This design comes from an exercise in tuning for small area, a short achievable clock period and few clock cycles per item on the open sky130 flow, not from production work. Where RTL was checked, it was by simulation tests only, not by an equivalence proof against the original. For runs 1 to 4, only the layout was checked, not whether the RTL still works. No activity file was given, so power comes from the tool's default toggle rates.

==> flow/config.mk <==
export PLATFORM = sky130hd
export DESIGN_NAME = divide
export DESIGN_NICKNAME = divide
export VERILOG_FILES = /design/flow/design.v
export SDC_FILE = /design/flow/constraint.sdc
export NUM_CORES = 4
export LEC_CHECK = 0
export ABC_AREA = 1
export CAP_MARGIN = 20
export CORE_MARGIN = 2
export CORE_UTILIZATION = 40
export SETUP_SLACK_MARGIN = 2.8
export SLEW_MARGIN = 20
export DONT_USE_CELLS = sky130_fd_sc_hd__fa_1 sky130_fd_sc_hd__fa_2 sky130_fd_sc_hd__fa_4 sky130_fd_sc_hd__ha_1 sky130_fd_sc_hd__ha_2 sky130_fd_sc_hd__ha_4
export BUFFER_PORTS_ARGS = -buffer_cell sky130_fd_sc_hd__buf_1
==> flow/constraint.sdc <==
create_clock -name core_clock -period 6.0 [get_ports {clk}]
set_input_delay 1.2000 -clock core_clock [delete_from_list [all_inputs] [get_ports {clk}]]
set_output_delay 1.2000 -clock core_clock [all_outputs]
set_load 0.01 [all_outputs]
==> flow/design.v <==
module divide(clk, rst, new_inp, dvdend, len_a, dvsor, len_b, quotient, remainder, count_add, count_sub, done);
	input clk;
	input rst;
	input new_inp;
	input [31:0] dvdend, dvsor;
	input [4:0] len_a, len_b;
	output [31:0] quotient, remainder;
	output reg done;
	output reg [4:0] count_add, count_sub;
	reg [30:0] q;       
	reg [30:0] r;       
	reg z;              
	reg [30:0] h;       
	reg [3:0] m;        
	wire [5:0] sd = {1'b0, len_a} - {1'b0, len_b};
	wire bz = (dvsor[30:0] == 31'd0);
	wire lt = sd[5];
	wire [3:0] fs = len_a[4:1] - len_b[4:1] - {3'd0, len_b[0] & ~len_a[0]};
	wire [30:0] sh1 = fs[0] ? {dvsor[28:0], 2'b00} : dvsor[30:0];
	wire [30:0] sh2 = fs[1] ? {sh1[26:0], 4'h0} : sh1;
	wire [30:0] sh3 = fs[2] ? {sh2[22:0], 8'h00} : sh2;
	wire [30:0] h0 = fs[3] ? {sh3[14:0], 16'h0000} : sh3;
	wire [33:0] xa = {3'b000, r};
	wire [33:0] xb = ~{3'b000, h};
	wire [33:0] xc = ~{2'b00, h, 1'b0};
	wire [33:0] cs_s = xa ^ xb ^ xc;
	wire [33:0] cs_c = {(xa[32:0] & xb[32:0]) | (xa[32:0] & xc[32:0]) | (xb[32:0] & xc[32:0]), 1'b1};
	wire [31:0] a1_a = {1'b0,r};
	wire [31:0] a1_b = ~{1'b0,h};
	wire [31:0] a1_p = a1_a ^ a1_b;
	wire [31:0] a1_g = a1_a & a1_b;
	wire [31:0] a1_t = a1_a | a1_b;
	wire a1_gc = a1_t[0];
	wire a1_n1_g = a1_g[1] | (a1_t[1] & a1_gc);
	wire a1_n2_g = a1_g[3] | (a1_t[3] & a1_g[2]);
	wire a1_n2_p = a1_t[3] & a1_t[2];
	wire a1_n3_g = a1_g[5] | (a1_t[5] & a1_g[4]);
	wire a1_n3_p = a1_t[5] & a1_t[4];
	wire a1_n4_g = a1_g[7] | (a1_t[7] & a1_g[6]);
	wire a1_n4_p = a1_t[7] & a1_t[6];
	wire a1_n5_g = a1_g[9] | (a1_t[9] & a1_g[8]);
	wire a1_n5_p = a1_t[9] & a1_t[8];
	wire a1_n6_g = a1_g[11] | (a1_t[11] & a1_g[10]);
	wire a1_n6_p = a1_t[11] & a1_t[10];
	wire a1_n7_g = a1_g[13] | (a1_t[13] & a1_g[12]);
	wire a1_n7_p = a1_t[13] & a1_t[12];
	wire a1_n8_g = a1_g[15] | (a1_t[15] & a1_g[14]);
	wire a1_n8_p = a1_t[15] & a1_t[14];
	wire a1_n9_g = a1_g[17] | (a1_t[17] & a1_g[16]);
	wire a1_n9_p = a1_t[17] & a1_t[16];
	wire a1_n10_g = a1_g[19] | (a1_t[19] & a1_g[18]);
	wire a1_n10_p = a1_t[19] & a1_t[18];
	wire a1_n11_g = a1_g[21] | (a1_t[21] & a1_g[20]);
	wire a1_n11_p = a1_t[21] & a1_t[20];
	wire a1_n12_g = a1_g[23] | (a1_t[23] & a1_g[22]);
	wire a1_n12_p = a1_t[23] & a1_t[22];
	wire a1_n13_g = a1_g[25] | (a1_t[25] & a1_g[24]);
	wire a1_n13_p = a1_t[25] & a1_t[24];
	wire a1_n14_g = a1_g[27] | (a1_t[27] & a1_g[26]);
	wire a1_n14_p = a1_t[27] & a1_t[26];
	wire a1_n15_g = a1_g[29] | (a1_t[29] & a1_g[28]);
	wire a1_n15_p = a1_t[29] & a1_t[28];
	wire a1_n16_g = a1_g[31] | (a1_t[31] & a1_g[30]);
	wire a1_n16_p = a1_t[31] & a1_t[30];
	wire a1_n17_g = a1_n2_g | (a1_n2_p & a1_n1_g);
	wire a1_n18_g = a1_n4_g | (a1_n4_p & a1_n3_g);
	wire a1_n18_p = a1_n4_p & a1_n3_p;
	wire a1_n19_g = a1_n6_g | (a1_n6_p & a1_n5_g);
	wire a1_n19_p = a1_n6_p & a1_n5_p;
	wire a1_n20_g = a1_n8_g | (a1_n8_p & a1_n7_g);
	wire a1_n20_p = a1_n8_p & a1_n7_p;
	wire a1_n21_g = a1_n10_g | (a1_n10_p & a1_n9_g);
	wire a1_n21_p = a1_n10_p & a1_n9_p;
	wire a1_n22_g = a1_n12_g | (a1_n12_p & a1_n11_g);
	wire a1_n22_p = a1_n12_p & a1_n11_p;
	wire a1_n23_g = a1_n14_g | (a1_n14_p & a1_n13_g);
	wire a1_n23_p = a1_n14_p & a1_n13_p;
	wire a1_n24_g = a1_n16_g | (a1_n16_p & a1_n15_g);
	wire a1_n24_p = a1_n16_p & a1_n15_p;
	wire a1_n25_g = a1_n18_g | (a1_n18_p & a1_n17_g);
	wire a1_n26_g = a1_n20_g | (a1_n20_p & a1_n19_g);
	wire a1_n26_p = a1_n20_p & a1_n19_p;
	wire a1_n27_g = a1_n22_g | (a1_n22_p & a1_n21_g);
	wire a1_n27_p = a1_n22_p & a1_n21_p;
	wire a1_n28_g = a1_n24_g | (a1_n24_p & a1_n23_g);
	wire a1_n28_p = a1_n24_p & a1_n23_p;
	wire a1_n29_g = a1_n26_g | (a1_n26_p & a1_n25_g);
	wire a1_n30_g = a1_n28_g | (a1_n28_p & a1_n27_g);
	wire a1_n30_p = a1_n28_p & a1_n27_p;
	wire a1_n31_g = a1_n30_g | (a1_n30_p & a1_n29_g);
	wire a1_n32_g = a1_n27_g | (a1_n27_p & a1_n29_g);
	wire a1_n33_g = a1_n19_g | (a1_n19_p & a1_n25_g);
	wire a1_n34_g = a1_n21_g | (a1_n21_p & a1_n29_g);
	wire a1_n35_g = a1_n23_g | (a1_n23_p & a1_n32_g);
	wire a1_n36_g = a1_n3_g | (a1_n3_p & a1_n17_g);
	wire a1_n37_g = a1_n5_g | (a1_n5_p & a1_n25_g);
	wire a1_n38_g = a1_n7_g | (a1_n7_p & a1_n33_g);
	wire a1_n39_g = a1_n9_g | (a1_n9_p & a1_n29_g);
	wire a1_n40_g = a1_n11_g | (a1_n11_p & a1_n34_g);
	wire a1_n41_g = a1_n13_g | (a1_n13_p & a1_n32_g);
	wire a1_n42_g = a1_n15_g | (a1_n15_p & a1_n35_g);
	wire a1_n43_g = a1_g[2] | (a1_t[2] & a1_n1_g);
	wire a1_n44_g = a1_g[4] | (a1_t[4] & a1_n17_g);
	wire a1_n45_g = a1_g[6] | (a1_t[6] & a1_n36_g);
	wire a1_n46_g = a1_g[8] | (a1_t[8] & a1_n25_g);
	wire a1_n47_g = a1_g[10] | (a1_t[10] & a1_n37_g);
	wire a1_n48_g = a1_g[12] | (a1_t[12] & a1_n33_g);
	wire a1_n49_g = a1_g[14] | (a1_t[14] & a1_n38_g);
	wire a1_n50_g = a1_g[16] | (a1_t[16] & a1_n29_g);
	wire a1_n51_g = a1_g[18] | (a1_t[18] & a1_n39_g);
	wire a1_n52_g = a1_g[20] | (a1_t[20] & a1_n34_g);
	wire a1_n53_g = a1_g[22] | (a1_t[22] & a1_n40_g);
	wire a1_n54_g = a1_g[24] | (a1_t[24] & a1_n32_g);
	wire a1_n55_g = a1_g[26] | (a1_t[26] & a1_n41_g);
	wire a1_n56_g = a1_g[28] | (a1_t[28] & a1_n35_g);
	wire a1_n57_g = a1_g[30] | (a1_t[30] & a1_n42_g);
	wire [32:0] a1_c = {a1_n31_g, a1_n57_g, a1_n42_g, a1_n56_g, a1_n35_g, a1_n55_g, a1_n41_g, a1_n54_g, a1_n32_g, a1_n53_g, a1_n40_g, a1_n52_g, a1_n34_g, a1_n51_g, a1_n39_g, a1_n50_g, a1_n29_g, a1_n49_g, a1_n38_g, a1_n48_g, a1_n33_g, a1_n47_g, a1_n37_g, a1_n46_g, a1_n25_g, a1_n45_g, a1_n36_g, a1_n44_g, a1_n17_g, a1_n43_g, a1_n1_g, a1_gc, 1'b1};
	wire [31:0] a1_s = a1_p ^ a1_c[31:0];
	wire a1_co = a1_c[32];
	wire [31:0] a2_a = {1'b0,r};
	wire [31:0] a2_b = ~{h,1'b0};
	wire [31:0] a2_p = a2_a ^ a2_b;
	wire [31:0] a2_g = a2_a & a2_b;
	wire [31:0] a2_t = a2_a | a2_b;
	wire a2_gc = a2_t[0];
	wire a2_n1_g = a2_g[1] | (a2_t[1] & a2_gc);
	wire a2_n2_g = a2_g[3] | (a2_t[3] & a2_g[2]);
	wire a2_n2_p = a2_t[3] & a2_t[2];
	wire a2_n3_g = a2_g[5] | (a2_t[5] & a2_g[4]);
	wire a2_n3_p = a2_t[5] & a2_t[4];
	wire a2_n4_g = a2_g[7] | (a2_t[7] & a2_g[6]);
	wire a2_n4_p = a2_t[7] & a2_t[6];
	wire a2_n5_g = a2_g[9] | (a2_t[9] & a2_g[8]);
	wire a2_n5_p = a2_t[9] & a2_t[8];
	wire a2_n6_g = a2_g[11] | (a2_t[11] & a2_g[10]);
	wire a2_n6_p = a2_t[11] & a2_t[10];
	wire a2_n7_g = a2_g[13] | (a2_t[13] & a2_g[12]);
	wire a2_n7_p = a2_t[13] & a2_t[12];
	wire a2_n8_g = a2_g[15] | (a2_t[15] & a2_g[14]);
	wire a2_n8_p = a2_t[15] & a2_t[14];
	wire a2_n9_g = a2_g[17] | (a2_t[17] & a2_g[16]);
	wire a2_n9_p = a2_t[17] & a2_t[16];
	wire a2_n10_g = a2_g[19] | (a2_t[19] & a2_g[18]);
	wire a2_n10_p = a2_t[19] & a2_t[18];
	wire a2_n11_g = a2_g[21] | (a2_t[21] & a2_g[20]);
	wire a2_n11_p = a2_t[21] & a2_t[20];
	wire a2_n12_g = a2_g[23] | (a2_t[23] & a2_g[22]);
	wire a2_n12_p = a2_t[23] & a2_t[22];
	wire a2_n13_g = a2_g[25] | (a2_t[25] & a2_g[24]);
	wire a2_n13_p = a2_t[25] & a2_t[24];
	wire a2_n14_g = a2_g[27] | (a2_t[27] & a2_g[26]);
	wire a2_n14_p = a2_t[27] & a2_t[26];
	wire a2_n15_g = a2_g[29] | (a2_t[29] & a2_g[28]);
	wire a2_n15_p = a2_t[29] & a2_t[28];
	wire a2_n16_g = a2_g[31] | (a2_t[31] & a2_g[30]);
	wire a2_n16_p = a2_t[31] & a2_t[30];
	wire a2_n17_g = a2_n2_g | (a2_n2_p & a2_n1_g);
	wire a2_n18_g = a2_n4_g | (a2_n4_p & a2_n3_g);
	wire a2_n18_p = a2_n4_p & a2_n3_p;
	wire a2_n19_g = a2_n6_g | (a2_n6_p & a2_n5_g);
	wire a2_n19_p = a2_n6_p & a2_n5_p;
	wire a2_n20_g = a2_n8_g | (a2_n8_p & a2_n7_g);
	wire a2_n20_p = a2_n8_p & a2_n7_p;
	wire a2_n21_g = a2_n10_g | (a2_n10_p & a2_n9_g);
	wire a2_n21_p = a2_n10_p & a2_n9_p;
	wire a2_n22_g = a2_n12_g | (a2_n12_p & a2_n11_g);
	wire a2_n22_p = a2_n12_p & a2_n11_p;
	wire a2_n23_g = a2_n14_g | (a2_n14_p & a2_n13_g);
	wire a2_n23_p = a2_n14_p & a2_n13_p;
	wire a2_n24_g = a2_n16_g | (a2_n16_p & a2_n15_g);
	wire a2_n24_p = a2_n16_p & a2_n15_p;
	wire a2_n25_g = a2_n18_g | (a2_n18_p & a2_n17_g);
	wire a2_n26_g = a2_n20_g | (a2_n20_p & a2_n19_g);
	wire a2_n26_p = a2_n20_p & a2_n19_p;
	wire a2_n27_g = a2_n22_g | (a2_n22_p & a2_n21_g);
	wire a2_n27_p = a2_n22_p & a2_n21_p;
	wire a2_n28_g = a2_n24_g | (a2_n24_p & a2_n23_g);
	wire a2_n28_p = a2_n24_p & a2_n23_p;
	wire a2_n29_g = a2_n26_g | (a2_n26_p & a2_n25_g);
	wire a2_n30_g = a2_n28_g | (a2_n28_p & a2_n27_g);
	wire a2_n30_p = a2_n28_p & a2_n27_p;
	wire a2_n31_g = a2_n30_g | (a2_n30_p & a2_n29_g);
	wire a2_n32_g = a2_n27_g | (a2_n27_p & a2_n29_g);
	wire a2_n33_g = a2_n19_g | (a2_n19_p & a2_n25_g);
	wire a2_n34_g = a2_n21_g | (a2_n21_p & a2_n29_g);
	wire a2_n35_g = a2_n23_g | (a2_n23_p & a2_n32_g);
	wire a2_n36_g = a2_n3_g | (a2_n3_p & a2_n17_g);
	wire a2_n37_g = a2_n5_g | (a2_n5_p & a2_n25_g);
	wire a2_n38_g = a2_n7_g | (a2_n7_p & a2_n33_g);
	wire a2_n39_g = a2_n9_g | (a2_n9_p & a2_n29_g);
	wire a2_n40_g = a2_n11_g | (a2_n11_p & a2_n34_g);
	wire a2_n41_g = a2_n13_g | (a2_n13_p & a2_n32_g);
	wire a2_n42_g = a2_n15_g | (a2_n15_p & a2_n35_g);
	wire a2_n43_g = a2_g[2] | (a2_t[2] & a2_n1_g);
	wire a2_n44_g = a2_g[4] | (a2_t[4] & a2_n17_g);
	wire a2_n45_g = a2_g[6] | (a2_t[6] & a2_n36_g);
	wire a2_n46_g = a2_g[8] | (a2_t[8] & a2_n25_g);
	wire a2_n47_g = a2_g[10] | (a2_t[10] & a2_n37_g);
	wire a2_n48_g = a2_g[12] | (a2_t[12] & a2_n33_g);
	wire a2_n49_g = a2_g[14] | (a2_t[14] & a2_n38_g);
	wire a2_n50_g = a2_g[16] | (a2_t[16] & a2_n29_g);
	wire a2_n51_g = a2_g[18] | (a2_t[18] & a2_n39_g);
	wire a2_n52_g = a2_g[20] | (a2_t[20] & a2_n34_g);
	wire a2_n53_g = a2_g[22] | (a2_t[22] & a2_n40_g);
	wire a2_n54_g = a2_g[24] | (a2_t[24] & a2_n32_g);
	wire a2_n55_g = a2_g[26] | (a2_t[26] & a2_n41_g);
	wire a2_n56_g = a2_g[28] | (a2_t[28] & a2_n35_g);
	wire a2_n57_g = a2_g[30] | (a2_t[30] & a2_n42_g);
	wire [32:0] a2_c = {a2_n31_g, a2_n57_g, a2_n42_g, a2_n56_g, a2_n35_g, a2_n55_g, a2_n41_g, a2_n54_g, a2_n32_g, a2_n53_g, a2_n40_g, a2_n52_g, a2_n34_g, a2_n51_g, a2_n39_g, a2_n50_g, a2_n29_g, a2_n49_g, a2_n38_g, a2_n48_g, a2_n33_g, a2_n47_g, a2_n37_g, a2_n46_g, a2_n25_g, a2_n45_g, a2_n36_g, a2_n44_g, a2_n17_g, a2_n43_g, a2_n1_g, a2_gc, 1'b1};
	wire [31:0] a2_s = a2_p ^ a2_c[31:0];
	wire a2_co = a2_c[32];
	wire [33:0] a3_a = cs_s;
	wire [33:0] a3_b = cs_c;
	wire [33:0] a3_p = a3_a ^ a3_b;
	wire [33:0] a3_g = a3_a & a3_b;
	wire [33:0] a3_t = a3_a | a3_b;
	wire a3_gc = a3_t[0];
	wire a3_n1_g = a3_g[1] | (a3_t[1] & a3_gc);
	wire a3_n2_g = a3_g[3] | (a3_t[3] & a3_g[2]);
	wire a3_n2_p = a3_t[3] & a3_t[2];
	wire a3_n3_g = a3_g[5] | (a3_t[5] & a3_g[4]);
	wire a3_n3_p = a3_t[5] & a3_t[4];
	wire a3_n4_g = a3_g[7] | (a3_t[7] & a3_g[6]);
	wire a3_n4_p = a3_t[7] & a3_t[6];
	wire a3_n5_g = a3_g[9] | (a3_t[9] & a3_g[8]);
	wire a3_n5_p = a3_t[9] & a3_t[8];
	wire a3_n6_g = a3_g[11] | (a3_t[11] & a3_g[10]);
	wire a3_n6_p = a3_t[11] & a3_t[10];
	wire a3_n7_g = a3_g[13] | (a3_t[13] & a3_g[12]);
	wire a3_n7_p = a3_t[13] & a3_t[12];
	wire a3_n8_g = a3_g[15] | (a3_t[15] & a3_g[14]);
	wire a3_n8_p = a3_t[15] & a3_t[14];
	wire a3_n9_g = a3_g[17] | (a3_t[17] & a3_g[16]);
	wire a3_n9_p = a3_t[17] & a3_t[16];
	wire a3_n10_g = a3_g[19] | (a3_t[19] & a3_g[18]);
	wire a3_n10_p = a3_t[19] & a3_t[18];
	wire a3_n11_g = a3_g[21] | (a3_t[21] & a3_g[20]);
	wire a3_n11_p = a3_t[21] & a3_t[20];
	wire a3_n12_g = a3_g[23] | (a3_t[23] & a3_g[22]);
	wire a3_n12_p = a3_t[23] & a3_t[22];
	wire a3_n13_g = a3_g[25] | (a3_t[25] & a3_g[24]);
	wire a3_n13_p = a3_t[25] & a3_t[24];
	wire a3_n14_g = a3_g[27] | (a3_t[27] & a3_g[26]);
	wire a3_n14_p = a3_t[27] & a3_t[26];
	wire a3_n15_g = a3_g[29] | (a3_t[29] & a3_g[28]);
	wire a3_n15_p = a3_t[29] & a3_t[28];
	wire a3_n16_g = a3_g[31] | (a3_t[31] & a3_g[30]);
	wire a3_n16_p = a3_t[31] & a3_t[30];
	wire a3_n17_g = a3_g[33] | (a3_t[33] & a3_g[32]);
	wire a3_n17_p = a3_t[33] & a3_t[32];
	wire a3_n18_g = a3_n2_g | (a3_n2_p & a3_n1_g);
	wire a3_n19_g = a3_n4_g | (a3_n4_p & a3_n3_g);
	wire a3_n19_p = a3_n4_p & a3_n3_p;
	wire a3_n20_g = a3_n6_g | (a3_n6_p & a3_n5_g);
	wire a3_n20_p = a3_n6_p & a3_n5_p;
	wire a3_n21_g = a3_n8_g | (a3_n8_p & a3_n7_g);
	wire a3_n21_p = a3_n8_p & a3_n7_p;
	wire a3_n22_g = a3_n10_g | (a3_n10_p & a3_n9_g);
	wire a3_n22_p = a3_n10_p & a3_n9_p;
	wire a3_n23_g = a3_n12_g | (a3_n12_p & a3_n11_g);
	wire a3_n23_p = a3_n12_p & a3_n11_p;
	wire a3_n24_g = a3_n14_g | (a3_n14_p & a3_n13_g);
	wire a3_n24_p = a3_n14_p & a3_n13_p;
	wire a3_n25_g = a3_n16_g | (a3_n16_p & a3_n15_g);
	wire a3_n25_p = a3_n16_p & a3_n15_p;
	wire a3_n26_g = a3_n19_g | (a3_n19_p & a3_n18_g);
	wire a3_n27_g = a3_n21_g | (a3_n21_p & a3_n20_g);
	wire a3_n27_p = a3_n21_p & a3_n20_p;
	wire a3_n28_g = a3_n23_g | (a3_n23_p & a3_n22_g);
	wire a3_n28_p = a3_n23_p & a3_n22_p;
	wire a3_n29_g = a3_n25_g | (a3_n25_p & a3_n24_g);
	wire a3_n29_p = a3_n25_p & a3_n24_p;
	wire a3_n30_g = a3_n27_g | (a3_n27_p & a3_n26_g);
	wire a3_n31_g = a3_n29_g | (a3_n29_p & a3_n28_g);
	wire a3_n31_p = a3_n29_p & a3_n28_p;
	wire a3_n32_g = a3_n31_g | (a3_n31_p & a3_n30_g);
	wire a3_n33_g = a3_n28_g | (a3_n28_p & a3_n30_g);
	wire a3_n34_g = a3_n20_g | (a3_n20_p & a3_n26_g);
	wire a3_n35_g = a3_n22_g | (a3_n22_p & a3_n30_g);
	wire a3_n36_g = a3_n24_g | (a3_n24_p & a3_n33_g);
	wire a3_n37_g = a3_n3_g | (a3_n3_p & a3_n18_g);
	wire a3_n38_g = a3_n5_g | (a3_n5_p & a3_n26_g);
	wire a3_n39_g = a3_n7_g | (a3_n7_p & a3_n34_g);
	wire a3_n40_g = a3_n9_g | (a3_n9_p & a3_n30_g);
	wire a3_n41_g = a3_n11_g | (a3_n11_p & a3_n35_g);
	wire a3_n42_g = a3_n13_g | (a3_n13_p & a3_n33_g);
	wire a3_n43_g = a3_n15_g | (a3_n15_p & a3_n36_g);
	wire a3_n44_g = a3_n17_g | (a3_n17_p & a3_n32_g);
	wire a3_n45_g = a3_g[2] | (a3_t[2] & a3_n1_g);
	wire a3_n46_g = a3_g[4] | (a3_t[4] & a3_n18_g);
	wire a3_n47_g = a3_g[6] | (a3_t[6] & a3_n37_g);
	wire a3_n48_g = a3_g[8] | (a3_t[8] & a3_n26_g);
	wire a3_n49_g = a3_g[10] | (a3_t[10] & a3_n38_g);
	wire a3_n50_g = a3_g[12] | (a3_t[12] & a3_n34_g);
	wire a3_n51_g = a3_g[14] | (a3_t[14] & a3_n39_g);
	wire a3_n52_g = a3_g[16] | (a3_t[16] & a3_n30_g);
	wire a3_n53_g = a3_g[18] | (a3_t[18] & a3_n40_g);
	wire a3_n54_g = a3_g[20] | (a3_t[20] & a3_n35_g);
	wire a3_n55_g = a3_g[22] | (a3_t[22] & a3_n41_g);
	wire a3_n56_g = a3_g[24] | (a3_t[24] & a3_n33_g);
	wire a3_n57_g = a3_g[26] | (a3_t[26] & a3_n42_g);
	wire a3_n58_g = a3_g[28] | (a3_t[28] & a3_n36_g);
	wire a3_n59_g = a3_g[30] | (a3_t[30] & a3_n43_g);
	wire a3_n60_g = a3_g[32] | (a3_t[32] & a3_n32_g);
	wire [34:0] a3_c = {a3_n44_g, a3_n60_g, a3_n32_g, a3_n59_g, a3_n43_g, a3_n58_g, a3_n36_g, a3_n57_g, a3_n42_g, a3_n56_g, a3_n33_g, a3_n55_g, a3_n41_g, a3_n54_g, a3_n35_g, a3_n53_g, a3_n40_g, a3_n52_g, a3_n30_g, a3_n51_g, a3_n39_g, a3_n50_g, a3_n34_g, a3_n49_g, a3_n38_g, a3_n48_g, a3_n26_g, a3_n47_g, a3_n37_g, a3_n46_g, a3_n18_g, a3_n45_g, a3_n1_g, a3_gc, 1'b1};
	wire [33:0] a3_s = a3_p ^ a3_c[33:0];
	wire a3_co = a3_c[34];
	wire c1 = a1_co;    
	wire c2 = a2_co;    
	wire c3 = a3_co;    
	wire d1 = c2;
	wire d0 = c3 | (c1 & ~c2);
	wire [30:0] rn = c3 ? a3_s[30:0] : c2 ? a2_s[30:0] : a1_s[30:0];
	wire last = (m == 4'd0);
	wire start = done & new_inp;
	assign quotient = {z, q};
	assign remainder = {z, r};
	always @(posedge clk) begin
		if (rst)
			done <= 1'b1;
		else if (start)
			done <= bz | lt;
		else if (!done)
			done <= last;
	end
	always @(posedge clk) begin
		if (done) begin
			h <= h0;
			m <= sd[4:1];
		end else begin
			h <= h >> 2;
			m <= m - 4'd1;
		end
	end
	always @(posedge clk) begin
		if (start) begin
			r <= dvdend[30:0] | {31{bz}};
			q <= {31{bz}};
			z <= bz;
			count_add <= (bz | lt | sd[0]) ? 5'd0 : 5'd31;
			count_sub <= (bz | lt) ? 5'd0 : 5'd1;
		end else if (!done) begin
			if (c1)
				r <= rn;
			q <= {q[28:0], d1, d0};
			count_add <= count_add + {4'd0, ~d1} + {4'd0, ~d0};
			count_sub <= count_sub + {4'd0, d1} + {4'd0, d0 & ~last};
		end
	end
endmodule
==> flow/flow/run.sh <==
#!/bin/bash
# The standard layout (standard.sh: ORFS synthesis and every layout step
# unchanged) with two library choices added to config.mk:
#  - full and half adder cells are not used, so Yosys leaves adders to abc
#    as plain gates (faster than the fa/ha cells);
#  - buffer_ports inserts plain buf_1 port buffers (sized up later by the
#    repair steps where needed) instead of the delay cells it picks by default.
# Make's full output, with every tool's, goes to flow.log; ORFS also keeps
# each step's log under orfs/logs.
set -euo pipefail
cat >> config.mk <<'EOC'
export DONT_USE_CELLS = sky130_fd_sc_hd__fa_1 sky130_fd_sc_hd__fa_2 sky130_fd_sc_hd__fa_4 sky130_fd_sc_hd__ha_1 sky130_fd_sc_hd__ha_2 sky130_fd_sc_hd__ha_4
export BUFFER_PORTS_ARGS = -buffer_cell sky130_fd_sc_hd__buf_1
EOC
bash standard.sh finish > flow.log 2>&1
==> flow/standard.sh <==
#!/bin/bash
# synth_recipe.tcl (not shown) runs the flow's synth.tcl, then flattens the netlist and writes it again
# the make line also repeats each setting of config.mk as NAME=value (left out here)
make -C /OpenROAD-flow-scripts/flow DESIGN_CONFIG=/design/flow/config.mk WORK_HOME=/design/flow/orfs CLKGATE_MAP_FILE= SYNTH_SCRIPT=/design/flow/synth_recipe.tcl "${@:-finish}"
==> impl_metrics.csv, run 1 <==
group,metric,value,unit
status,outcome,"finished clean",
detailed_routing,drc,0,
synth,synth_area_leader_cell,"nand2_1",
die,die-area,27400,sq um
timing,setup_tns,0,ns
critical_path,critPathCaptureType,"flop",
placement,pre_cts_ws,1.68,ns
die,rows,59,
critical_path,cp_slowest_stage_delay,0.29,ns
cts,cts.htree.levels,3,
synth,syn_avg_cell_area,5.94,sq um
detailed_routing,drt_iter0_markers,1020,
die,die_w,166,um
cells_and_area,area_delta_synth_final,14.7,%
timing,tightest_slew,1.02,ns
cts,cts_tree,"built",
timing,finalHoldViolCount,0,
timing,layout_setup_ws,2.92,ns
cts,insertion_delay,0.38,ns
timing,period_share,0.513,
critical_path,r2r_end,"r[14]",
cts,cts_sinks,109,
cts,cts_buffers,9,
critical_path,crit_path_top_delay_cell,"nor4_2",
global_route,antenna_found_initial,0,
critical_path,arrival,3.20,ns
power,power.density,653,nW/um^2
synth,netlist.area_leader.share,0.213,
synth,async_reset_ff_frac,0,
die,ios,152,
synth,synth_top_flop_cell,"edfxtp_1",
synth,ys_ff_latch,109,
synth,synth_edf_count,73,
critical_path,crit_chain,"buf_1 -> nor4_2 -> nand4_1 -> nor2_1 -> buf_6 -> nor2_2 -> buf_4 -> inv_1 -> buf_4 -> nor2_1 -> nand2_2 -> o21ai_0",
synth,seq_area_frac_synth,0.279,
global_route,grt_pass1_wl,53200,um
detailed_routing,drt_pre_antenna_iters,5,
cts,clkTransAtPathRegs,0.09,ns
critical_path,rrSetupSlack,3.02,ns
cts,cts_buffer_depth,2,
synth,ys_top_cells_by_area,"nand2_1, edfxtp_1, nor2_1",
global_route,gr-total-overflow,0,
critical_path,crit_start,"dvsor[3]",
timing,skew,0.0154,ns
synth,ys_types,49,
placement,place_area,11300,sq um
cells_and_area,diodes,0,
timing,rsz0062_at_grt,"yes",
critical_path,r2r_cells,21,
synth,synth_most_common_cell,"nand2_1",
die,start_util,0.405,
synth,synth_area,10500,sq um
placement,placedCellCount,2204,
detailed_routing,via_per_inst,5.21,
synth,synth_nets,1836,
cells_and_area,fin_nets,1983,
detailed_routing,ant_nets,0,
hold_path,hold_class,"reg2reg",
global_route,gr-usage-all-layers,0.237,
cells_and_area,postLayoutCellArea,12000,sq um
die,chipHeight,166,um
timing,setup_violations,0,
critical_path,cp_max_fo,32,
synth,synth_common_cells,"nand2_1, nor2_1, inv_1, o21ai_0, nand3_1",
timing,slew_viol_final,0,
global_route,first_global_vias,10600,
cells_and_area,stdcell_count,2246,
critical_path,cp-start-kind,"primary input",
critical_path,worstSetupPathType,"in2reg",
placement,gp_congestion,0.930,
critical_path,crit_required,6.13,ns
placement,dp_hpwl,25000,um
timing,slew_headroom,0.317,
global_route,grt_max_degree,42,
cells_and_area,fillers,2819,
detailed_routing,wl,33800,um
timing,fmax,0.325,GHz
detailed_routing,avgRoutedWirePerCell,15.0,um
critical_path,r2r-start,"r[1]",
power,peakVddDrop,363,uV
placement,io_buffers,149,
timing,fin_crit,3.08,ns
timing,holdWs,0.467,ns
cts,cts-root-buf,"clkbuf_16",
power,p_leak,5.96,nW
detailed_routing,via_count,11700,
synth,ys_warn_count,1,
flow_run,maxCapViolations,0,
cells_and_area,drive_gt1_frac,0.0895,
hold_path,min-delay-start,"m[3]",
hold_path,whs_path_depth,2,
synth,synthCells,1759,
die,core,25800,sq um
critical_path,cp-endpoint,"count_add[0]",
-- cell type report --
type / instances / area, sq um / area share
Timing Repair Buffer: 184 / 880 / 0.0734
Timing Repair inverter: 1 / 7.51 / 0.000626
Tap cell: 335 / 419 / 0.0350
Inverter: 213 / 827 / 0.0690
Clock inverter: 6 / 72.6 / 0.00605
Multi-Input combinational cell: 1388 / 6620 / 0.552
Sequential cell: 109 / 2910 / 0.243
Clock buffer: 10 / 250 / 0.0209
-- worst min-delay path by stage --
stage,to
floorplan,m[3]
global placement,m[3]
detailed placement,m[3]
CTS,m[3]
global route,m[3]
finish,m[3]
-- cell usage in the layout (no fill, tap or decap), types with 11 or more instances in the layout --
master     instances
clkbuf_16         11
nand3_1           99
o21ai_1           20
nand2_2           19
inv_2             50
xor2_1            35
a21oi_1           79
buf_1            149
edfxtp_1          73
buf_4             29
dfxtp_1           35
inv_1            155
a31oi_1           17
xnor2_1           24
o22ai_1           26
nor3_1            11
nand2_1          591
nor2_1           219
o21ai_0          141
-- per-layer routing --
metal | global-route usage | vias to the layer above | wire length (um)
li1 | - | 6017 | -
met1 | 0.327 | 5290 | 15700
met2 | 0.390 | 350 | 15200
met3 | 0.0332 | 39 | 2350
met4 | 0.0631 | 0 | 593
met5 | 0 | - | 0
-- stage by stage --
stage / util / total power, W
after floorplan: - / 0.00548
after global placement: 0.438 / 0.00666
after detailed placement: 0.438 / 0.00672
after CTS: 0.452 / 0.00745
after global routing: 0.464 / 0.00868
final: 0.464 / 0.00783
-- what timing repair did --
action                     CTS  global route
setup endpoints to repair   69            85
hold buffers                 0             0
buffers inserted             0            23
resized for setup           12            25
pin swaps                    0             4
cloned                       1             2
-- flip-flops by register name (all words and copies together), names as in the netlist --
name	flops
h	31
r	31
done	1
count_sub	5
m	4
count_add	5
q	31
z	1
-- power by group --
part	internal, W	switching [W]
combinational	0.00199	0.00371
clock	0.000323	0.000341
sequential	0.00116	0.000313
-- critical path: cells and delay by family --
kind	cells	cell delay, ns
AOI/OAI and AO/OA	1	0.11
and+or+nand+nor	6	0.96
buffers and inverters	5	0.91
-- logic make-up (layout without fill, tap and decap cells) --
family,after synthesis,in the layout,share of synthesized area
muxes,2,2,0.00192
and+or+nand+nor,988,989,0.388
DFF,109,109,0.279
AOI/OAI and AO/OA,335,335,0.181
buffers and inverters,263,414,0.0977
xor gates and xnor gates,62,62,0.0527
==> run 2: changes to the inputs <==
--- a/flow/config.mk
+++ b/flow/config.mk
@@ -8,7 +8,7 @@
 export ABC_AREA = 1
 export CAP_MARGIN = 20
 export CORE_MARGIN = 2
-export CORE_UTILIZATION = 40
+export CORE_UTILIZATION = 55
 export SETUP_SLACK_MARGIN = 2.8
 export SLEW_MARGIN = 20
 export DONT_USE_CELLS = sky130_fd_sc_hd__fa_1 sky130_fd_sc_hd__fa_2 sky130_fd_sc_hd__fa_4 sky130_fd_sc_hd__ha_1 sky130_fd_sc_hd__ha_2 sky130_fd_sc_hd__ha_4
==> impl_metrics.csv, run 2 <==
group,metric,value,unit
flow_run,maxCapViolations,0,
timing,rsz0062_at_grt,"yes",
detailed_routing,avgRoutedWirePerCell,15.1,um
cells_and_area,final_cell_mix,"nand2_1, nor2_1, inv_1",
synth,synth_area_leader_cell,"nand2_1",
power,p_leak,5.94,nW
cells_and_area,fillers,1928,
global_route,antenna_found_initial,2,
cells_and_area,area_delta_synth_final,13.4,%
timing,fmax,0.325,GHz
synth,synth_most_common_cell,"nand2_1",
power,switchingPower,0.00432,W
power,pwr-share-clk,0.086,
timing,setup_violations,0,
detailed_routing,ant_nets,0,
power,power_frac_seq,0.187,
timing,slew_viol_final,0,
placement,placedCellCount,2104,
timing,slew_headroom,0.325,
synth,netlist.area_leader.share,0.213,
hold_path,hold_class,"reg2reg",
cells_and_area,fin_nets,1982,
synth,synth_edf_count,73,
timing,finalHoldViolCount,0,
cts,cts_sinks,109,
power,pwr-share-comb,0.727,
detailed_routing,wl,32500,um
critical_path,cp_max_fo,37,
cts,clkTransAtPathRegs,0.09,ns
cells_and_area,stdcell_count,2145,
power,peakVddDrop,354,uV
synth,ys_types,49,
global_route,gr-usage-all-layers,0.314,
cells_and_area,reg.largest.list,"h: 31 flops, q: 31 flops, r: 31 flops",
timing,fin_crit,3.07,ns
synth,synth_nets,1836,
global_route,first_global_vias,10200,
synth,synth_area,10500,sq um
critical_path,crit_required,6.22,ns
die,chipHeight,142,um
critical_path,cp-start-kind,"primary input",
die,die-area,20100,sq um
detailed_routing,via_count,11700,
detailed_routing,via_per_inst,5.44,
hold_path,whs_path_depth,2,
timing,period_share,0.512,
die,core,18700,sq um
placement,io_buffers,149,
die,die_w,142,um
global_route,grt_pass1_wl,50400,um
timing,setup_tns,0,ns
global_route,grt_max_degree,48,
synth,ys_top_cells_by_area,"nand2_1, edfxtp_1, nor2_1",
die,ios,152,
detailed_routing,drt_pre_antenna_iters,5,
power,power.density,653,nW/um^2
critical_path,worstSetupPathType,"in2reg",
synth,synth_top_flop_cell,"edfxtp_1",
placement,gp_congestion,0.933,
placement,dp_hpwl,23800,um
cts,cts.htree.levels,3,
cells_and_area,drive_gt1_frac,0.0911,
global_route,gr-total-overflow,0,
timing,tightest_slew,1.01,ns
die,start_util,0.559,
die,rows,50,
synth,syn_avg_cell_area,5.94,sq um
cts,insertion_delay,0.37,ns
cts,cts_buffers,9,
synth,ys_warn_count,1,
critical_path,critPathCaptureType,"flop",
power,internal_power,0.00342,W
timing,holdWs,0.471,ns
synth,synth_common_cells,"nand2_1, nor2_1, inv_1, o21ai_0, nand3_1",
status,outcome,"finished clean",
synth,seq_area_frac_synth,0.279,
cts,cts-root-buf,"clkbuf_16",
cts,cts_tree,"built",
timing,skew,0.0142,ns
cells_and_area,final_common_cell,"nand2_1",
synth,synthCells,1759,
power,swShare,0.558,
critical_path,arrival,3.29,ns
detailed_routing,drc,0,
synth,async_reset_ff_frac,0,
detailed_routing,drt_iter0_markers,839,
critical_path,r2r_cells,15,
synth,ys_ff_latch,109,
cts,cts_buffer_depth,2,
[run 2: cell types whose count changed in the layout (fill, tap and decap cells not counted), moves of 2 or more]
cell,change
a21oi_1,-2
nand2_4,+2
a21oi_2,+2
nand2_2,+3
nor4_1,+2
nor4_2,-2
clkinv_4,-2
nand2_1,-6
[run 2: logic make-up after synthesis]
group | after synthesis | synth area share
AND/OR/NAND/NOR | 988 | 0.388
XOR/XNOR | 62 | 0.0527
buffers and inverters | 263 | 0.0977
multiplexers | 2 | 0.00192
AO/OA/AOI/OAI | 335 | 0.181
flip-flops | 109 | 0.279
[run 2: final timing paths]
| path | start | endpoint | slack, ns |
|---|---|---|---|
| worst max-delay path | len_b[1] | h[26] | 2.93 |
| worst min-delay path | m[3] | m[3] | 0.47 |
| worst max register to register | r[1] | r[11] | 2.99 |
| worst min register to register | m[3] | m[3] | 0.47 |
[run 2: metrics by stage]
stage | instance area (sq um) | util | setup WS (ns) | power, W
2_1_floorplan | 10500 | - | 2.97 | 0.00548
5_1_grt | 11900 | 0.634 | 2.71 | 0.00855
4_1_cts | 11600 | 0.619 | 2.75 | 0.00735
6_report | 11900 | 0.634 | 2.93 | 0.00775
3_3_place_gp | 11200 | 0.598 | 1.87 | 0.00655
3_5_place_dp | 11200 | 0.598 | 1.83 | 0.00663
[run 2: power groups by stage]
stage	sequential (W)	combinational, W	clock [W]
floorplan	0.00145	0.00403	0
global placement	0.00145	0.00510	0
detailed placement	0.00145	0.00517	0
CTS	0.00144	0.00523	0.000676
global route	0.00148	0.00637	0.000700
finish	0.00145	0.00563	0.000668
[run 2: cell type report]
cell class,count,area [sq um],share of cell area
Timing Repair Buffer,182,841,0.0709
Clock buffer,10,250,0.0211
Multi-Input combinational cell,1388,6640,0.560
Antenna cell,1,2.50,0.000211
Timing Repair inverter,2,15.0,0.00127
Inverter,213,822,0.0693
Clock inverter,6,77.6,0.00654
Sequential cell,109,2910,0.246
Tap cell,234,293,0.0247
[run 2: timing repair]
item,4_1_cts,5_1_grt
setup endpoints to repair,79,80
setup buffers,0,20
pin swaps,0,5
hold buffers,0,0
gates resized for setup,17,27
gates cloned,1,3
[run 2: layer usage]
layer / up-vias / share of wire / track usage
li1: 6027 / - / -
met1: 5217 / 0.45 / 0.435
met2: 392 / 0.46 / 0.527
met3: 37 / 0.068 / 0.0375
met4: 0 / 0.020 / 0.0737
met5: - / 0 / 0
[run 2: critical path, cell delays in order]
cell and delay (ns):
buf_1 0.06, inv_1 0.04, nand2_1 0.09, inv_1 0.06
o21ai_1 0.32, nand2_8 0.23, clkinvlp_4 0.21, buf_4 0.12
o21ai_0 0.10, nand2_1 0.08, nand2_1 0.06, o21ai_0 0.48
o221ai_1 0.22
==> run 3: changes to the inputs <==
--- a/flow/config.mk
+++ b/flow/config.mk
@@ -8,7 +8,8 @@
 export ABC_AREA = 1
 export CAP_MARGIN = 20
 export CORE_MARGIN = 2
-export CORE_UTILIZATION = 55
+export CORE_UTILIZATION = 40
+export GPL_TIMING_DRIVEN = 1
 export SETUP_SLACK_MARGIN = 2.8
 export SLEW_MARGIN = 20
 export DONT_USE_CELLS = sky130_fd_sc_hd__fa_1 sky130_fd_sc_hd__fa_2 sky130_fd_sc_hd__fa_4 sky130_fd_sc_hd__ha_1 sky130_fd_sc_hd__ha_2 sky130_fd_sc_hd__ha_4
==> impl_metrics.csv, run 3 <==
group,metric,value,unit
global_route,gr-usage-all-layers,0.237,
die,rows,59,
critical_path,cp-start-kind,"primary input",
cells_and_area,drive_gt1_frac,0.0895,
cts,cts_buffer_depth,2,
synth,synth_top_flop_cell,"edfxtp_1",
cells_and_area,reg.largest.list,"h: 31 flops, q: 31 flops, r: 31 flops",
timing,slew_viol_final,0,
cells_and_area,area_delta_synth_final,14.7,%
critical_path,cp_max_fo,32,
power,p_leak,5.96,nW
critical_path,critPathCaptureType,"flop",
detailed_routing,avgRoutedWirePerCell,15.0,um
cells_and_area,diodes,0,
hold_path,hold_class,"reg2reg",
global_route,first_global_vias,10600,
placement,dp_hpwl,25000,um
timing,slew_headroom,0.317,
cells_and_area,fillers,2819,
power,power_frac_seq,0.188,
placement,io_buffers,149,
synth,ys_types,49,
timing,setup_violations,0,
detailed_routing,via_count,11700,
synth,ys_top_cells_by_area,"nand2_1, edfxtp_1, nor2_1",
critical_path,crit_family,"simple AND/OR/NAND/NOR gates",
critical_path,critPathBufInv,5,
power,pwr-share-clk,0.085,
global_route,gr-total-overflow,0,
cells_and_area,stdcell_count,2246,
timing,rsz0062_at_grt,"yes",
detailed_routing,via_per_inst,5.21,
power,switchingPower,0.00436,W
detailed_routing,wl,33800,um
cts,cts_tree,"built",
detailed_routing,drc,0,
cells_and_area,final_common_cell,"nand2_1",
synth,synth_edf_count,73,
synth,synth_area,10500,sq um
power,swShare,0.557,
die,die-area,27400,sq um
flow_run,maxCapViolations,0,
power,peakVddDrop,363,uV
global_route,grt_pass1_wl,53200,um
cells_and_area,multi_input_area,6620,sq um
global_route,grt_max_degree,42,
global_route,antenna_found_initial,0,
cts,cts.htree.levels,3,
timing,finalHoldViolCount,0,
power,pwr-share-comb,0.727,
critical_path,arrival,3.20,ns
timing,period_share,0.513,
synth,ys_warn_count,1,
critical_path,crit_required,6.13,ns
placement,place_area,11300,sq um
critical_path,crit_chain,"buf_1 -> nor4_2 -> nand4_1 -> nor2_1 -> buf_6 -> nor2_2 -> buf_4 -> inv_1 -> buf_4 -> nor2_1 -> nand2_2 -> o21ai_0",
cells_and_area,final_cell_mix,"nand2_1, nor2_1, inv_1",
placement,gp_congestion,0.930,
critical_path,cp_slowest_stage_delay,0.29,ns
die,start_util,0.405,
cells_and_area,postLayoutCellArea,12000,sq um
placement,placedCellCount,2204,
cts,clkTransAtPathRegs,0.09,ns
critical_path,crit_path_top_delay_cell,"nor4_2",
power,power.density,653,nW/um^2
die,core,25800,sq um
synth,synth_most_common_cell,"nand2_1",
detailed_routing,ant_nets,0,
synth,seq_area_frac_synth,0.279,
timing,tightest_slew,1.02,ns
synth,synthCells,1759,
cts,cts-root-buf,"clkbuf_16",
cts,cts_buffers,9,
die,ios,152,
detailed_routing,drt_pre_antenna_iters,5,
die,chipHeight,166,um
cts,insertion_delay,0.38,ns
cells_and_area,seqCellArea,2910,sq um
synth,synth_area_leader_cell,"nand2_1",
timing,setup_tns,0,ns
synth,syn_avg_cell_area,5.94,sq um
timing,skew,0.0154,ns
synth,synth_nets,1836,
power,internal_power,0.00347,W
status,outcome,"finished clean",
critical_path,worstSetupPathType,"in2reg",
synth,synth_common_cells,"nand2_1, nor2_1, inv_1, o21ai_0, nand3_1",
synth,async_reset_ff_frac,0,
timing,fin_crit,3.08,ns
synth,netlist.area_leader.share,0.213,
detailed_routing,drt_iter0_markers,1020,
cts,cts_sinks,109,
cells_and_area,fin_nets,1983,
synth,ys_ff_latch,109,
die,die_w,166,um
cts,cts_hold_buf,0,
timing,fmax,0.325,GHz
-- run 3: cell counts after synthesis --
Identical to the previous run, type by type.
-- run 3: what timing repair did --
action                     4_1_cts  5_1_grt
setup buffers                    0       23
cloned                           1        2
pin swaps                        0        4
resized for setup               12       25
setup endpoints to repair       69       85
-- run 3: through the flow --
stage	hold slack [ns]	setup slack (ns)	power (W)	util
final	0.467	2.92	0.00783	0.464
after global placement	0.449	1.74	0.00666	0.438
after CTS	0.475	2.81	0.00745	0.452
after floorplan	0.440	2.97	0.00548	-
after detailed placement	0.460	1.68	0.00672	0.438
after global routing	0.487	2.78	0.00868	0.464
-- run 3: power by group through the flow --
stage | combinational [W] | sequential, W | clock [W]
after floorplan | 0.00403 | 0.00145 | 0
after global placement | 0.00518 | 0.00148 | 0
after detailed placement | 0.00524 | 0.00148 | 0
after CTS | 0.00530 | 0.00146 | 0.000678
after global routing | 0.00647 | 0.00150 | 0.000704
final | 0.00570 | 0.00147 | 0.000664
-- run 3: worst paths after layout --
path | start | slack (ns) | depth (start not counted) | to
max | dvsor[3] | 2.92 | 12 | count_add[0]
min | m[3] | 0.47 | 2 | m[3]
max reg2reg | r[1] | 3.02 | 21 | r[14]
min reg2reg | m[3] | 0.47 | 2 | m[3]
-- run 3: cell families after synthesis --
| logic type | Yosys count | share of synthesized area |
|---|---|---|
| AOI/OAI and AO/OA | 335 | 0.181 |
| xor gates and xnor gates | 62 | 0.0527 |
| buffers and inverters | 263 | 0.0977 |
| DFF | 109 | 0.279 |
| muxes | 2 | 0.00192 |
| and+or+nand+nor | 988 | 0.388 |
-- run 3: worst reg2reg max path, cell delays in order (launching register included) --
cell and delay, ns:
edfxtp_1 0.47, inv_2 0.08, nand2_1 0.08, inv_2 0.08
nand2_1 0.05, nand2_1 0.11, nand2_1 0.07, nand4_1 0.07
nand2_1 0.13, nand2_1 0.10, nand2_2 0.11, nand2_2 0.09
nand2_2 0.13, a21oi_4 0.27, buf_12 0.14, buf_4 0.18
o21ai_0 0.10, a21oi_1 0.14, o21bai_1 0.17, nand2_1 0.07
nand3_1 0.07, nand2_1 0.05
-- run 3: final cells by class --
class / instances / share of cell area
inverters: 213 / 0.0690
well taps: 335 / 0.0350
multi-input cells: 1388 / 0.552
repair buffers: 184 / 0.0734
clock buffers: 10 / 0.0209
repair inverters: 1 / 0.000626
flip-flops and latches: 109 / 0.243
clock inverters: 6 / 0.00605
-- run 3: per-layer routing --
layer / global-route usage / vias to the layer above / wire [um]
li1: - / 6017 / -
met1: 0.327 / 5290 / 15700
met2: 0.390 / 350 / 15200
met3: 0.0332 / 39 / 2350
met4: 0.0631 / 0 / 593
met5: 0 / - / 0
==> run 4: changes to the inputs <==
--- a/flow/design.v
+++ b/flow/design.v
@@ -12,9 +12,8 @@
 	reg z;              
 	reg [30:0] h;       
 	reg [3:0] m;        
-	wire [5:0] sd = {1'b0, len_a} - {1'b0, len_b};
 	wire bz = (dvsor[30:0] == 31'd0);
-	wire lt = sd[5];
+	wire lt = len_a < len_b;
 	wire [3:0] fs = len_a[4:1] - len_b[4:1] - {3'd0, len_b[0] & ~len_a[0]};
 	wire [30:0] sh1 = fs[0] ? {dvsor[28:0], 2'b00} : dvsor[30:0];
 	wire [30:0] sh2 = fs[1] ? {sh1[26:0], 4'h0} : sh1;
@@ -326,7 +325,7 @@
 	always @(posedge clk) begin
 		if (done) begin
 			h <= h0;
-			m <= sd[4:1];
+			m <= fs;
 		end else begin
 			h <= h >> 2;
 			m <= m - 4'd1;
@@ -337,7 +336,7 @@
 			r <= dvdend[30:0] | {31{bz}};
 			q <= {31{bz}};
 			z <= bz;
-			count_add <= (bz | lt | sd[0]) ? 5'd0 : 5'd31;
+			count_add <= (bz | lt | len_a[0] ^ len_b[0]) ? 5'd0 : 5'd31;
 			count_sub <= (bz | lt) ? 5'd0 : 5'd1;
 		end else if (!done) begin
 			if (c1)
--- a/flow/config.mk
+++ b/flow/config.mk
@@ -9,7 +9,6 @@
 export CAP_MARGIN = 20
 export CORE_MARGIN = 2
 export CORE_UTILIZATION = 40
-export GPL_TIMING_DRIVEN = 1
 export SETUP_SLACK_MARGIN = 2.8
 export SLEW_MARGIN = 20
 export DONT_USE_CELLS = sky130_fd_sc_hd__fa_1 sky130_fd_sc_hd__fa_2 sky130_fd_sc_hd__fa_4 sky130_fd_sc_hd__ha_1 sky130_fd_sc_hd__ha_2 sky130_fd_sc_hd__ha_4
==> impl_metrics.csv, run 4 <==
group,metric,value,unit
cells_and_area,area_delta_synth_final,15.4,%
cts,cts_sinks,109,
die,core,26000,sq um
critical_path,worstSetupPathType,"in2reg",
cts,insertion_delay,0.38,ns
detailed_routing,via_count,11700,
cts,cts.htree.levels,3,
critical_path,cp_slowest_stage_delay,0.30,ns
synth,async_reset_ff_frac,0,
global_route,grt_max_degree,65,
timing,holdWs,0.484,ns
timing,tightest_slew,0.930,ns
cts,cts-root-buf,"clkbuf_16",
cells_and_area,final_cell_mix,"nand2_1, inv_1, nor2_1",
cells_and_area,final_common_cell,"nand2_1",
cts,cts_tree,"built",
detailed_routing,drt_iter0_markers,912,
timing,slew_viol_final,0,
critical_path,critPathBufInv,2,
synth,seq_area_frac_synth,0.276,
detailed_routing,via_per_inst,5.19,
critical_path,crit_required,6.11,ns
synth,synth_top_flop_cell,"edfxtp_1",
detailed_routing,ant_nets,0,
flow_run,maxCapViolations,0,
critical_path,crit_family,"compound AO/OA/AOI/OAI gates",
placement,dp_hpwl,25000,um
critical_path,critPathCaptureType,"flop",
synth,synth_area_leader_cell,"nand2_1",
synth,ys_ff_latch,109,
critical_path,crit_chain,"buf_1 -> nand2_4 -> xor2_1 -> inv_1 -> nand2_1 -> o21ai_1 -> or2_4 -> a21boi_4 -> o21ai_4 -> o2111ai_4 -> nor2_1 -> nand2_1 -> o21ai_0",
power,power.density,635,nW/um^2
global_route,first_global_vias,10400,
cells_and_area,fin_nets,1990,
timing,slew_headroom,0.379,
timing,setup_tns,0,ns
global_route,grt_pass1_wl,53300,um
detailed_routing,avgRoutedWirePerCell,15.2,um
detailed_routing,wl,34400,um
placement,place_area,11400,sq um
timing,period_share,0.526,
synth,synth_most_common_cell,"nand2_1",
synth,ys_top_cells_by_area,"nand2_1, edfxtp_1, dfxtp_1",
cells_and_area,drive_gt1_frac,0.0892,
cells_and_area,postLayoutCellArea,12200,sq um
cells_and_area,diodes,0,
critical_path,rrSetupSlack,3.04,ns
critical_path,cp-start-kind,"primary input",
synth,synthCells,1765,
critical_path,cpMostUsedCell,"nand2_1",
global_route,gr-total-overflow,0,
cells_and_area,fillers,2769,
critical_path,crit_path_top_delay_cell,"o2111ai_4",
critical_path,cp_max_fo,5,
hold_path,hold_class,"reg2reg",
cts,clkTransAtPathRegs,0.09,ns
detailed_routing,drt_pre_antenna_iters,7,
global_route,gr-usage-all-layers,0.238,
synth,ys_types,53,
critical_path,arrival,3.27,ns
die,start_util,0.406,
cts,cts_buffers,9,
die,chipHeight,166,um
synth,syn_avg_cell_area,5.98,sq um
timing,setup_violations,0,
synth,synth_nets,1842,
timing,rsz0062_at_grt,"yes",
timing,fin_crit,3.16,ns
timing,layout_setup_ws,2.84,ns
synth,synth_common_cells,"nand2_1, inv_1, nor2_1, o21ai_0, nand3_1",
timing,finalHoldViolCount,0,
timing,fmax,0.317,GHz
cells_and_area,reg.largest.list,"h: 31 flops, q: 31 flops, r: 31 flops",
timing,skew,0.0204,ns
synth,synth_edf_count,73,
power,peakVddDrop,364,uV
placement,io_buffers,149,
detailed_routing,drc,0,
die,die-area,27700,sq um
placement,pre_cts_ws,1.67,ns
cts,cts_buffer_depth,2,
cts,cts_hold_buf,0,
status,outcome,"finished clean",
die,ios,152,
die,rows,59,
synth,ys_warn_count,1,
placement,gp_congestion,0.915,
global_route,antenna_found_initial,0,
synth,netlist.area_leader.share,0.241,
power,p_leak,6.21,nW
die,die_w,166,um
synth,synth_area,10600,sq um
[run 4: logic make-up (layout without fill, tap and decap cells)]
logic type | after synthesis | in the layout | synth area share
mux | 2 | 2 | 0.00190
compound gates | 329 | 329 | 0.182
simple gates | 991 | 992 | 0.385
buf+inv | 268 | 420 | 0.100
xor+xnor | 66 | 66 | 0.0547
flops | 109 | 109 | 0.276
[run 4: area by class of cell]
class | instances | area, sq um | share of cell area
sequential | 109 | 2920 | 0.239
timing repair inverter | 2 | 15.0 | 0.00123
multi-input combinational | 1389 | 6740 | 0.553
inverter | 215 | 856 | 0.0702
timing repair buffer | 187 | 933 | 0.0766
clock buffer | 9 | 225 | 0.0185
tap | 335 | 419 | 0.0344
clock inverter | 7 | 86.3 | 0.00708
[run 4: timing repair]
action | CTS | global route
endpoints found under the setup margin | 62 | 79
gates cloned | 2 | 3
gates resized for setup | 28 | 53
setup buffers | 7 | 18
pin swaps | 1 | 6
[run 4: layer usage]
metal	vias to the layer above	track usage	wire, um
met4	0	0.0675	805
met3	39	0.0259	1920
met5	-	0	0
li1	6020	-	-
met1	5288	0.324	15900
met2	351	0.400	15800
[run 4: path summary, 6_finish.rpt]
check        startpoint      endpoint  depth (start not counted)
max            len_b[0]  count_add[1]                         13
min                m[1]          m[1]                          2
max reg2reg        r[1]          r[5]                         15
min reg2reg        m[1]          m[1]                          2
[run 4: tightest hold or removal path, delay by kind of cell, from the launching register on]
family | cells | cell delay [ns]
DFF | 1 | 0.31
AOI/OAI and AO/OA | 1 | 0.08
and+or+nand+nor | 1 | 0.05
[run 4: power by group]
part           total (W)  switching, W  internal, W
clock network   0.000667      0.000363     0.000304
logic            0.00561       0.00369      0.00192
registers        0.00146      0.000297      0.00116
total            0.00774       0.00435      0.00338
[run 4: stage by stage]
step,instances,utilization,total power [W]
5_1_grt,2253,0.469,0.00853
2_1_floorplan,1765,-,0.00553
4_1_cts,2232,0.456,0.00749
6_report,2253,0.469,0.00774
3_3_place_gp,2207,0.438,0.00668
3_5_place_dp,2207,0.438,0.00674
==> run 5: changes to the inputs <==
--- a/flow/design.v
+++ b/flow/design.v
@@ -12,7 +12,7 @@
 	reg z;              
 	reg [30:0] h;       
 	reg [3:0] m;        
-	wire bz = (dvsor[30:0] == 31'd0);
+	wire bz = (len_b == 5'd1) & ~dvsor[0];
 	wire lt = len_a < len_b;
 	wire [3:0] fs = len_a[4:1] - len_b[4:1] - {3'd0, len_b[0] & ~len_a[0]};
 	wire [30:0] sh1 = fs[0] ? {dvsor[28:0], 2'b00} : dvsor[30:0];
--- a/flow/config.mk
+++ b/flow/config.mk
@@ -9,7 +9,7 @@
 export CAP_MARGIN = 20
 export CORE_MARGIN = 2
 export CORE_UTILIZATION = 40
-export SETUP_SLACK_MARGIN = 2.8
+export SETUP_SLACK_MARGIN = 2.9
 export SLEW_MARGIN = 20
 export DONT_USE_CELLS = sky130_fd_sc_hd__fa_1 sky130_fd_sc_hd__fa_2 sky130_fd_sc_hd__fa_4 sky130_fd_sc_hd__ha_1 sky130_fd_sc_hd__ha_2 sky130_fd_sc_hd__ha_4
 export BUFFER_PORTS_ARGS = -buffer_cell sky130_fd_sc_hd__buf_1
==> impl_metrics.csv, run 5 <==
group,metric,value,unit
timing,finalHoldViolCount,0,
detailed_routing,avgRoutedWirePerCell,15.2,um
cells_and_area,fin_nets,1973,
status,outcome,"finished clean",
cts,cts.htree.levels,3,
critical_path,cp-endpoint,"count_add[2]",
cells_and_area,stdcell_count,2236,
synth,netlist.area_leader.share,0.216,
synth,synth_common_cells,"nand2_1, nor2_1, inv_1, o21ai_0, nand3_1",
die,ios,152,
critical_path,r2r-start,"h[15]",
synth,synth_most_common_cell,"nand2_1",
timing,setup_tns,0,ns
critical_path,cp_max_fo,5,
cells_and_area,area_delta_synth_final,17.0,%
timing,setup_violations,0,
cts,cts_tree,"built",
power,swShare,0.562,
synth,syn_avg_cell_area,5.99,sq um
flow_run,maxCapViolations,0,
detailed_routing,ant_nets,0,
timing,slew_headroom,0.314,
synth,async_reset_ff_frac,0,
detailed_routing,wl,33900,um
synth,synth_area_leader_cell,"nand2_1",
placement,place_area,11300,sq um
power,total_power,0.00793,W
synth,ys_top_cells_by_area,"nand2_1, edfxtp_1, nor2_1",
power,internal_power,0.00347,W
placement,gp_congestion,0.928,
synth,synth_area,10400,sq um
power,power.density,650,nW/um^2
power,peakVddDrop,296,uV
critical_path,crit_start,"len_b[0]",
timing,skew,0.0189,ns
power,switchingPower,0.00446,W
detailed_routing,drc,0,
die,chipHeight,166,um
timing,fin_crit,3.03,ns
detailed_routing,drt_pre_antenna_iters,5,
synth,ys_ff_latch,109,
synth,synth_top_flop_cell,"edfxtp_1",
cells_and_area,postLayoutCellArea,12200,sq um
die,die_w,166,um
power,pwr-share-comb,0.733,
timing,holdWs,0.492,ns
cts,cts_sinks,109,
detailed_routing,via_count,11600,
power,power_frac_seq,0.185,
global_route,first_global_vias,9985,
synth,ys_warn_count,1,
timing,tightest_slew,1.03,ns
critical_path,rrSetupSlack,3.10,ns
global_route,grt_max_degree,51,
cts,insertion_delay,0.38,ns
cells_and_area,final_cell_mix,"nand2_1, nor2_1, inv_1",
hold_path,hold_class,"reg2reg",
power,pwr-share-clk,0.082,
critical_path,critPathCaptureType,"flop",
cts,cts_buffers,9,
cells_and_area,final_common_cell,"nand2_1",
critical_path,arrival,3.16,ns
placement,io_buffers,149,
cts,cts-root-buf,"clkbuf_16",
global_route,gr-usage-all-layers,0.236,
cells_and_area,diodes,0,
synth,ys_types,49,
timing,slew_viol_final,0,
synth,synthCells,1744,
critical_path,crit_required,6.13,ns
die,die-area,27400,sq um
synth,synth_nets,1821,
detailed_routing,via_per_inst,5.19,
synth,seq_area_frac_synth,0.279,
placement,placedCellCount,2186,
global_route,gr-total-overflow,0,
cells_and_area,drive_gt1_frac,0.105,
die,rows,59,
cts,cts_buffer_depth,2,
critical_path,worstSetupPathType,"in2reg",
die,start_util,0.404,
detailed_routing,drt_iter0_markers,1145,
timing,fmax,0.330,GHz
critical_path,r2r_cells,21,
cells_and_area,reg.largest.list,"h: 31 flops, q: 31 flops, r: 31 flops",
timing,period_share,0.505,
timing,rsz0062_at_grt,"yes",
critical_path,cp-start-kind,"primary input",
cts,clkTransAtPathRegs,0.09,ns
global_route,grt_pass1_wl,50700,um
placement,dp_hpwl,24500,um
critical_path,r2r_end,"count_add[4]",
die,core,25800,sq um
synth,synth_edf_count,73,
global_route,antenna_found_initial,0,
power,p_leak,6.10,nW
## run 5: worst min path at each step
stage | start | endpoint | cells after the start
global route | m[0] | m[0] | 1
detailed placement | m[0] | m[0] | 1
global placement | m[0] | m[0] | 1
floorplan | m[0] | m[0] | 1
CTS | m[0] | m[0] | 1
finish | m[0] | m[0] | 1
## run 5: cells by family after synthesis
group,share of synthesized area
simple gates,0.387
compound gates,0.173
buf+inv,0.0968
flops,0.279
xor+xnor,0.0537
mux,0.00959
fa+ha+maj,0.000959
## run 5: critical path, stage by stage
cell and delay, ns:
clkbuf_2 0.11, nand2_4 0.09, xor2_1 0.14, inv_1 0.07, nand2_2 0.10, o21ai_2 0.07, or2_4 0.28, a21boi_4 0.23
o21ai_2 0.12, maj3_2 0.37, nand2_4 0.12, a21oi_4 0.05, nand2_4 0.12, o21ai_1 0.08
## run 5: through the flow
stage	utilization	setup slack, ns
after floorplan	-	2.95
after global placement	0.437	1.93
after detailed placement	0.437	1.91
after CTS	0.456	2.89
after global routing	0.473	2.86
final	0.473	2.97
## run 5: power groups by stage
stage | combinational [W] | sequential, W | clock, W
floorplan | 0.00411 | 0.00146 | 0
global placement | 0.00528 | 0.00148 | 0
detailed placement | 0.00534 | 0.00148 | 0
CTS | 0.00552 | 0.00147 | 0.000660
global route | 0.00657 | 0.00150 | 0.000686
finish | 0.00581 | 0.00147 | 0.000653
## run 5: routing by layer
layer | GRT usage | part of all wire
met5 | 0 | 0
met3 | 0.0300 | 0.064
met1 | 0.343 | 0.48
met2 | 0.369 | 0.44
met4 | 0.0600 | 0.015
## run 5: layout make-up
class	count	area, sq um
multi-input combinational	1378	6780
timing repair inverter	3	22.5
clock buffer	9	225
sequential	109	2910
fill	2784	13600
timing repair buffer	185	940
inverter	210	832
tap	335	419
clock inverter	7	81.3
## run 5: timing repair
action	in CTS	in global routing
endpoints found under the setup margin	89	91
setup buffers	8	17
hold buffers	0	0
resized for setup	31	71
pin swaps	6	14
cloned	4	5
Testbench counts of run 5, summed over its fixed seeds: cycles 21,027, items 4,000.
==> run 6: changes to the inputs <==
--- a/flow/config.mk
+++ b/flow/config.mk
@@ -9,7 +9,8 @@
 export CAP_MARGIN = 20
 export CORE_MARGIN = 2
 export CORE_UTILIZATION = 40
-export SETUP_SLACK_MARGIN = 2.9
+export SETUP_SLACK_MARGIN = 2.8
 export SLEW_MARGIN = 20
+export TNS_END_PERCENT = 20
 export DONT_USE_CELLS = sky130_fd_sc_hd__fa_1 sky130_fd_sc_hd__fa_2 sky130_fd_sc_hd__fa_4 sky130_fd_sc_hd__ha_1 sky130_fd_sc_hd__ha_2 sky130_fd_sc_hd__ha_4
 export BUFFER_PORTS_ARGS = -buffer_cell sky130_fd_sc_hd__buf_1
==> impl_metrics.csv, run 6 <==
group,metric,value,unit
status,outcome,"finished clean",
power,peakVddDrop,367,uV
cts,cts_buffers,9,
cts,insertion_delay,0.38,ns
synth,async_reset_ff_frac,0,
synth,synth_area,10400,sq um
power,power.density,651,nW/um^2
synth,seq_area_frac_synth,0.279,
detailed_routing,avgRoutedWirePerCell,15.0,um
cells_and_area,stdcell_count,2222,
cells_and_area,drive_gt1_frac,0.0880,
cells_and_area,diodes,0,
timing,rsz0062_at_grt,"yes",
power,pwr-share-comb,0.727,
critical_path,cp-start-kind,"primary input",
critical_path,cp_slowest_stage_delay,0.38,ns
detailed_routing,via_count,11600,
critical_path,worstSetupPathType,"in2reg",
synth,synth_area_leader_cell,"nand2_1",
cells_and_area,final_common_cell,"nand2_1",
global_route,antenna_found_initial,0,
synth,synthXorXnorAreaFrac,0.0537,
cts,cts_buffer_depth,2,
die,core,25800,sq um
timing,setup_violations,0,
synth,yosys.area_share.simple,0.387,
detailed_routing,ant_nets,0,
detailed_routing,wl,33400,um
synth,ys_warn_count,1,
detailed_routing,drt_pre_antenna_iters,6,
hold_path,whs_path_depth,1,
cts,cts_hold_buf,0,
cells_and_area,final_cell_mix,"nand2_1, nor2_1, inv_1",
power,p_leak,5.97,nW
detailed_routing,drt_iter0_markers,1061,
placement,placedCellCount,2186,
cells_and_area,reg.largest.list,"h: 31 flops, q: 31 flops, r: 31 flops",
die,die-area,27400,sq um
critical_path,crit_required,6.13,ns
die,rows,59,
die,start_util,0.404,
synth,synthCells,1744,
synth,synthAdderAreaFrac,0.000959,
timing,fin_crit,3.10,ns
synth,ys_ff_latch,109,
synth,synth_top_family_by_area,"simple AND/OR/NAND/NOR gates",
critical_path,critPathCaptureType,"flop",
hold_path,hold_class,"reg2reg",
synth,netlist.area_leader.share,0.216,
timing,slew_headroom,0.312,
synth,synth_most_common_cell,"nand2_1",
timing,fmax,0.323,GHz
timing,setup_tns,0,ns
critical_path,crit_family,"simple AND/OR/NAND/NOR gates",
critical_path,crit_path_top_delay_cell,"maj3_2",
detailed_routing,via_per_inst,5.20,
placement,io_buffers,149,
synth,synth_top_flop_cell,"edfxtp_1",
timing,finalHoldViolCount,0,
power,swShare,0.565,
cts,cts_sinks,109,
critical_path,r2r_cells,17,
die,ios,152,
synth,syn_avg_cell_area,5.99,sq um
die,die_w,166,um
cts,clkTransAtPathRegs,0.09,ns
critical_path,worst-path-stages,15,
critical_path,crit_chain,"buf_1 -> inv_1 -> nand2_2 -> xor2_1 -> inv_1 -> nand2_2 -> o21ai_1 -> or2_1 -> a21boi_2 -> o21ai_2 -> maj3_2 -> nand2_4 -> a21oi_1 -> nand2_2 -> o21ai_1",
timing,slew_viol_final,0,
die,chipHeight,166,um
synth,synth_mux_area_frac,0.00959,
[run 6: cell counts after synthesis]
No cell type changed its count.
[run 6: metal layers]
layer	wire, um	track usage	part of all wire
met5	0	0	0
met4	558	0.0639	0.017
met3	2210	0.0295	0.066
met2	14600	0.367	0.44
met1	16100	0.341	0.48
[run 6: power groups by stage]
stage | registers [W] | logic [W] | clock network (W)
final | 0.00147 | 0.00566 | 0.000653
after global routing | 0.00150 | 0.00641 | 0.000686
after CTS | 0.00147 | 0.00549 | 0.000660
after detailed placement | 0.00148 | 0.00534 | 0
after global placement | 0.00148 | 0.00528 | 0
after floorplan | 0.00146 | 0.00411 | 0
[run 6: area by class of cell]
| type | count | area, sq um |
|---|---|---|
| sequential | 109 | 2910 |
| timing repair buffer | 172 | 835 |
| fill | 2798 | 13900 |
| tap | 335 | 419 |
| multi-input combinational | 1377 | 6640 |
| clock inverter | 7 | 81.3 |
| timing repair inverter | 3 | 22.5 |
| inverter | 210 | 820 |
| clock buffer | 9 | 225 |
[run 6: worst reg2reg max path: stages, from the launching register on]
cell,delay [ns]
edfxtp_1,0.46
inv_1,0.10
nor2_1,0.16
o21ai_0,0.12
o21ai_1,0.27
nand2_1,0.10
nand3_1,0.08
inv_1,0.05
o21bai_1,0.36
a21oi_4,0.09
buf_12,0.16
inv_4,0.30
nand2_1,0.09
o21ai_0,0.25
nand2_1,0.10
nand2_1,0.07
nand2_1,0.05
nand2_1,0.07
[run 6: per-stage QoR]
step	power, W	setup slack [ns]	hold WS [ns]	util	cell area (sq um)
global placement	0.00675	1.93	0.471	0.437	11300
CTS	0.00762	2.75	0.492	0.453	11700
detailed placement	0.00683	1.91	0.478	0.437	11300
global route	0.00860	2.73	0.531	0.463	12000
floorplan	0.00557	2.95	0.449	-	10400
finish	0.00778	2.90	0.492	0.463	12000
[run 6: repair_timing]
item                       CTS  global route
pin swaps                    1             7
gates resized for setup     19            36
cloned                       3             5
setup buffers                5             7
setup endpoints to repair   85            85
[run 6: worst paths after layout]
kind / start / to / slack [ns]
max: len_a[0] / count_add[0] / 2.90
min: m[0] / m[0] / 0.49
max reg2reg: r[16] / r[19] / 2.98
min reg2reg: m[0] / m[0] / 0.49
[run 6: logic make-up after synthesis]
kind of cell | after synthesis
AND/OR/NAND/NOR | 989
AO/OA/AOI/OAI | 311
buffers and inverters | 260
flip-flops | 109
XOR/XNOR | 64
multiplexers | 10
adder cells (fa/ha/maj) | 1

Re-timed with assumed drivers on the ports (clkbuf_16 on the clock, buf_2 on other inputs), run 6 has 2.929 ns of setup slack against 2.902 ns with ideal ports, and 2.512 ns once port delays also move by the mid clock arrival of 0.416 ns.
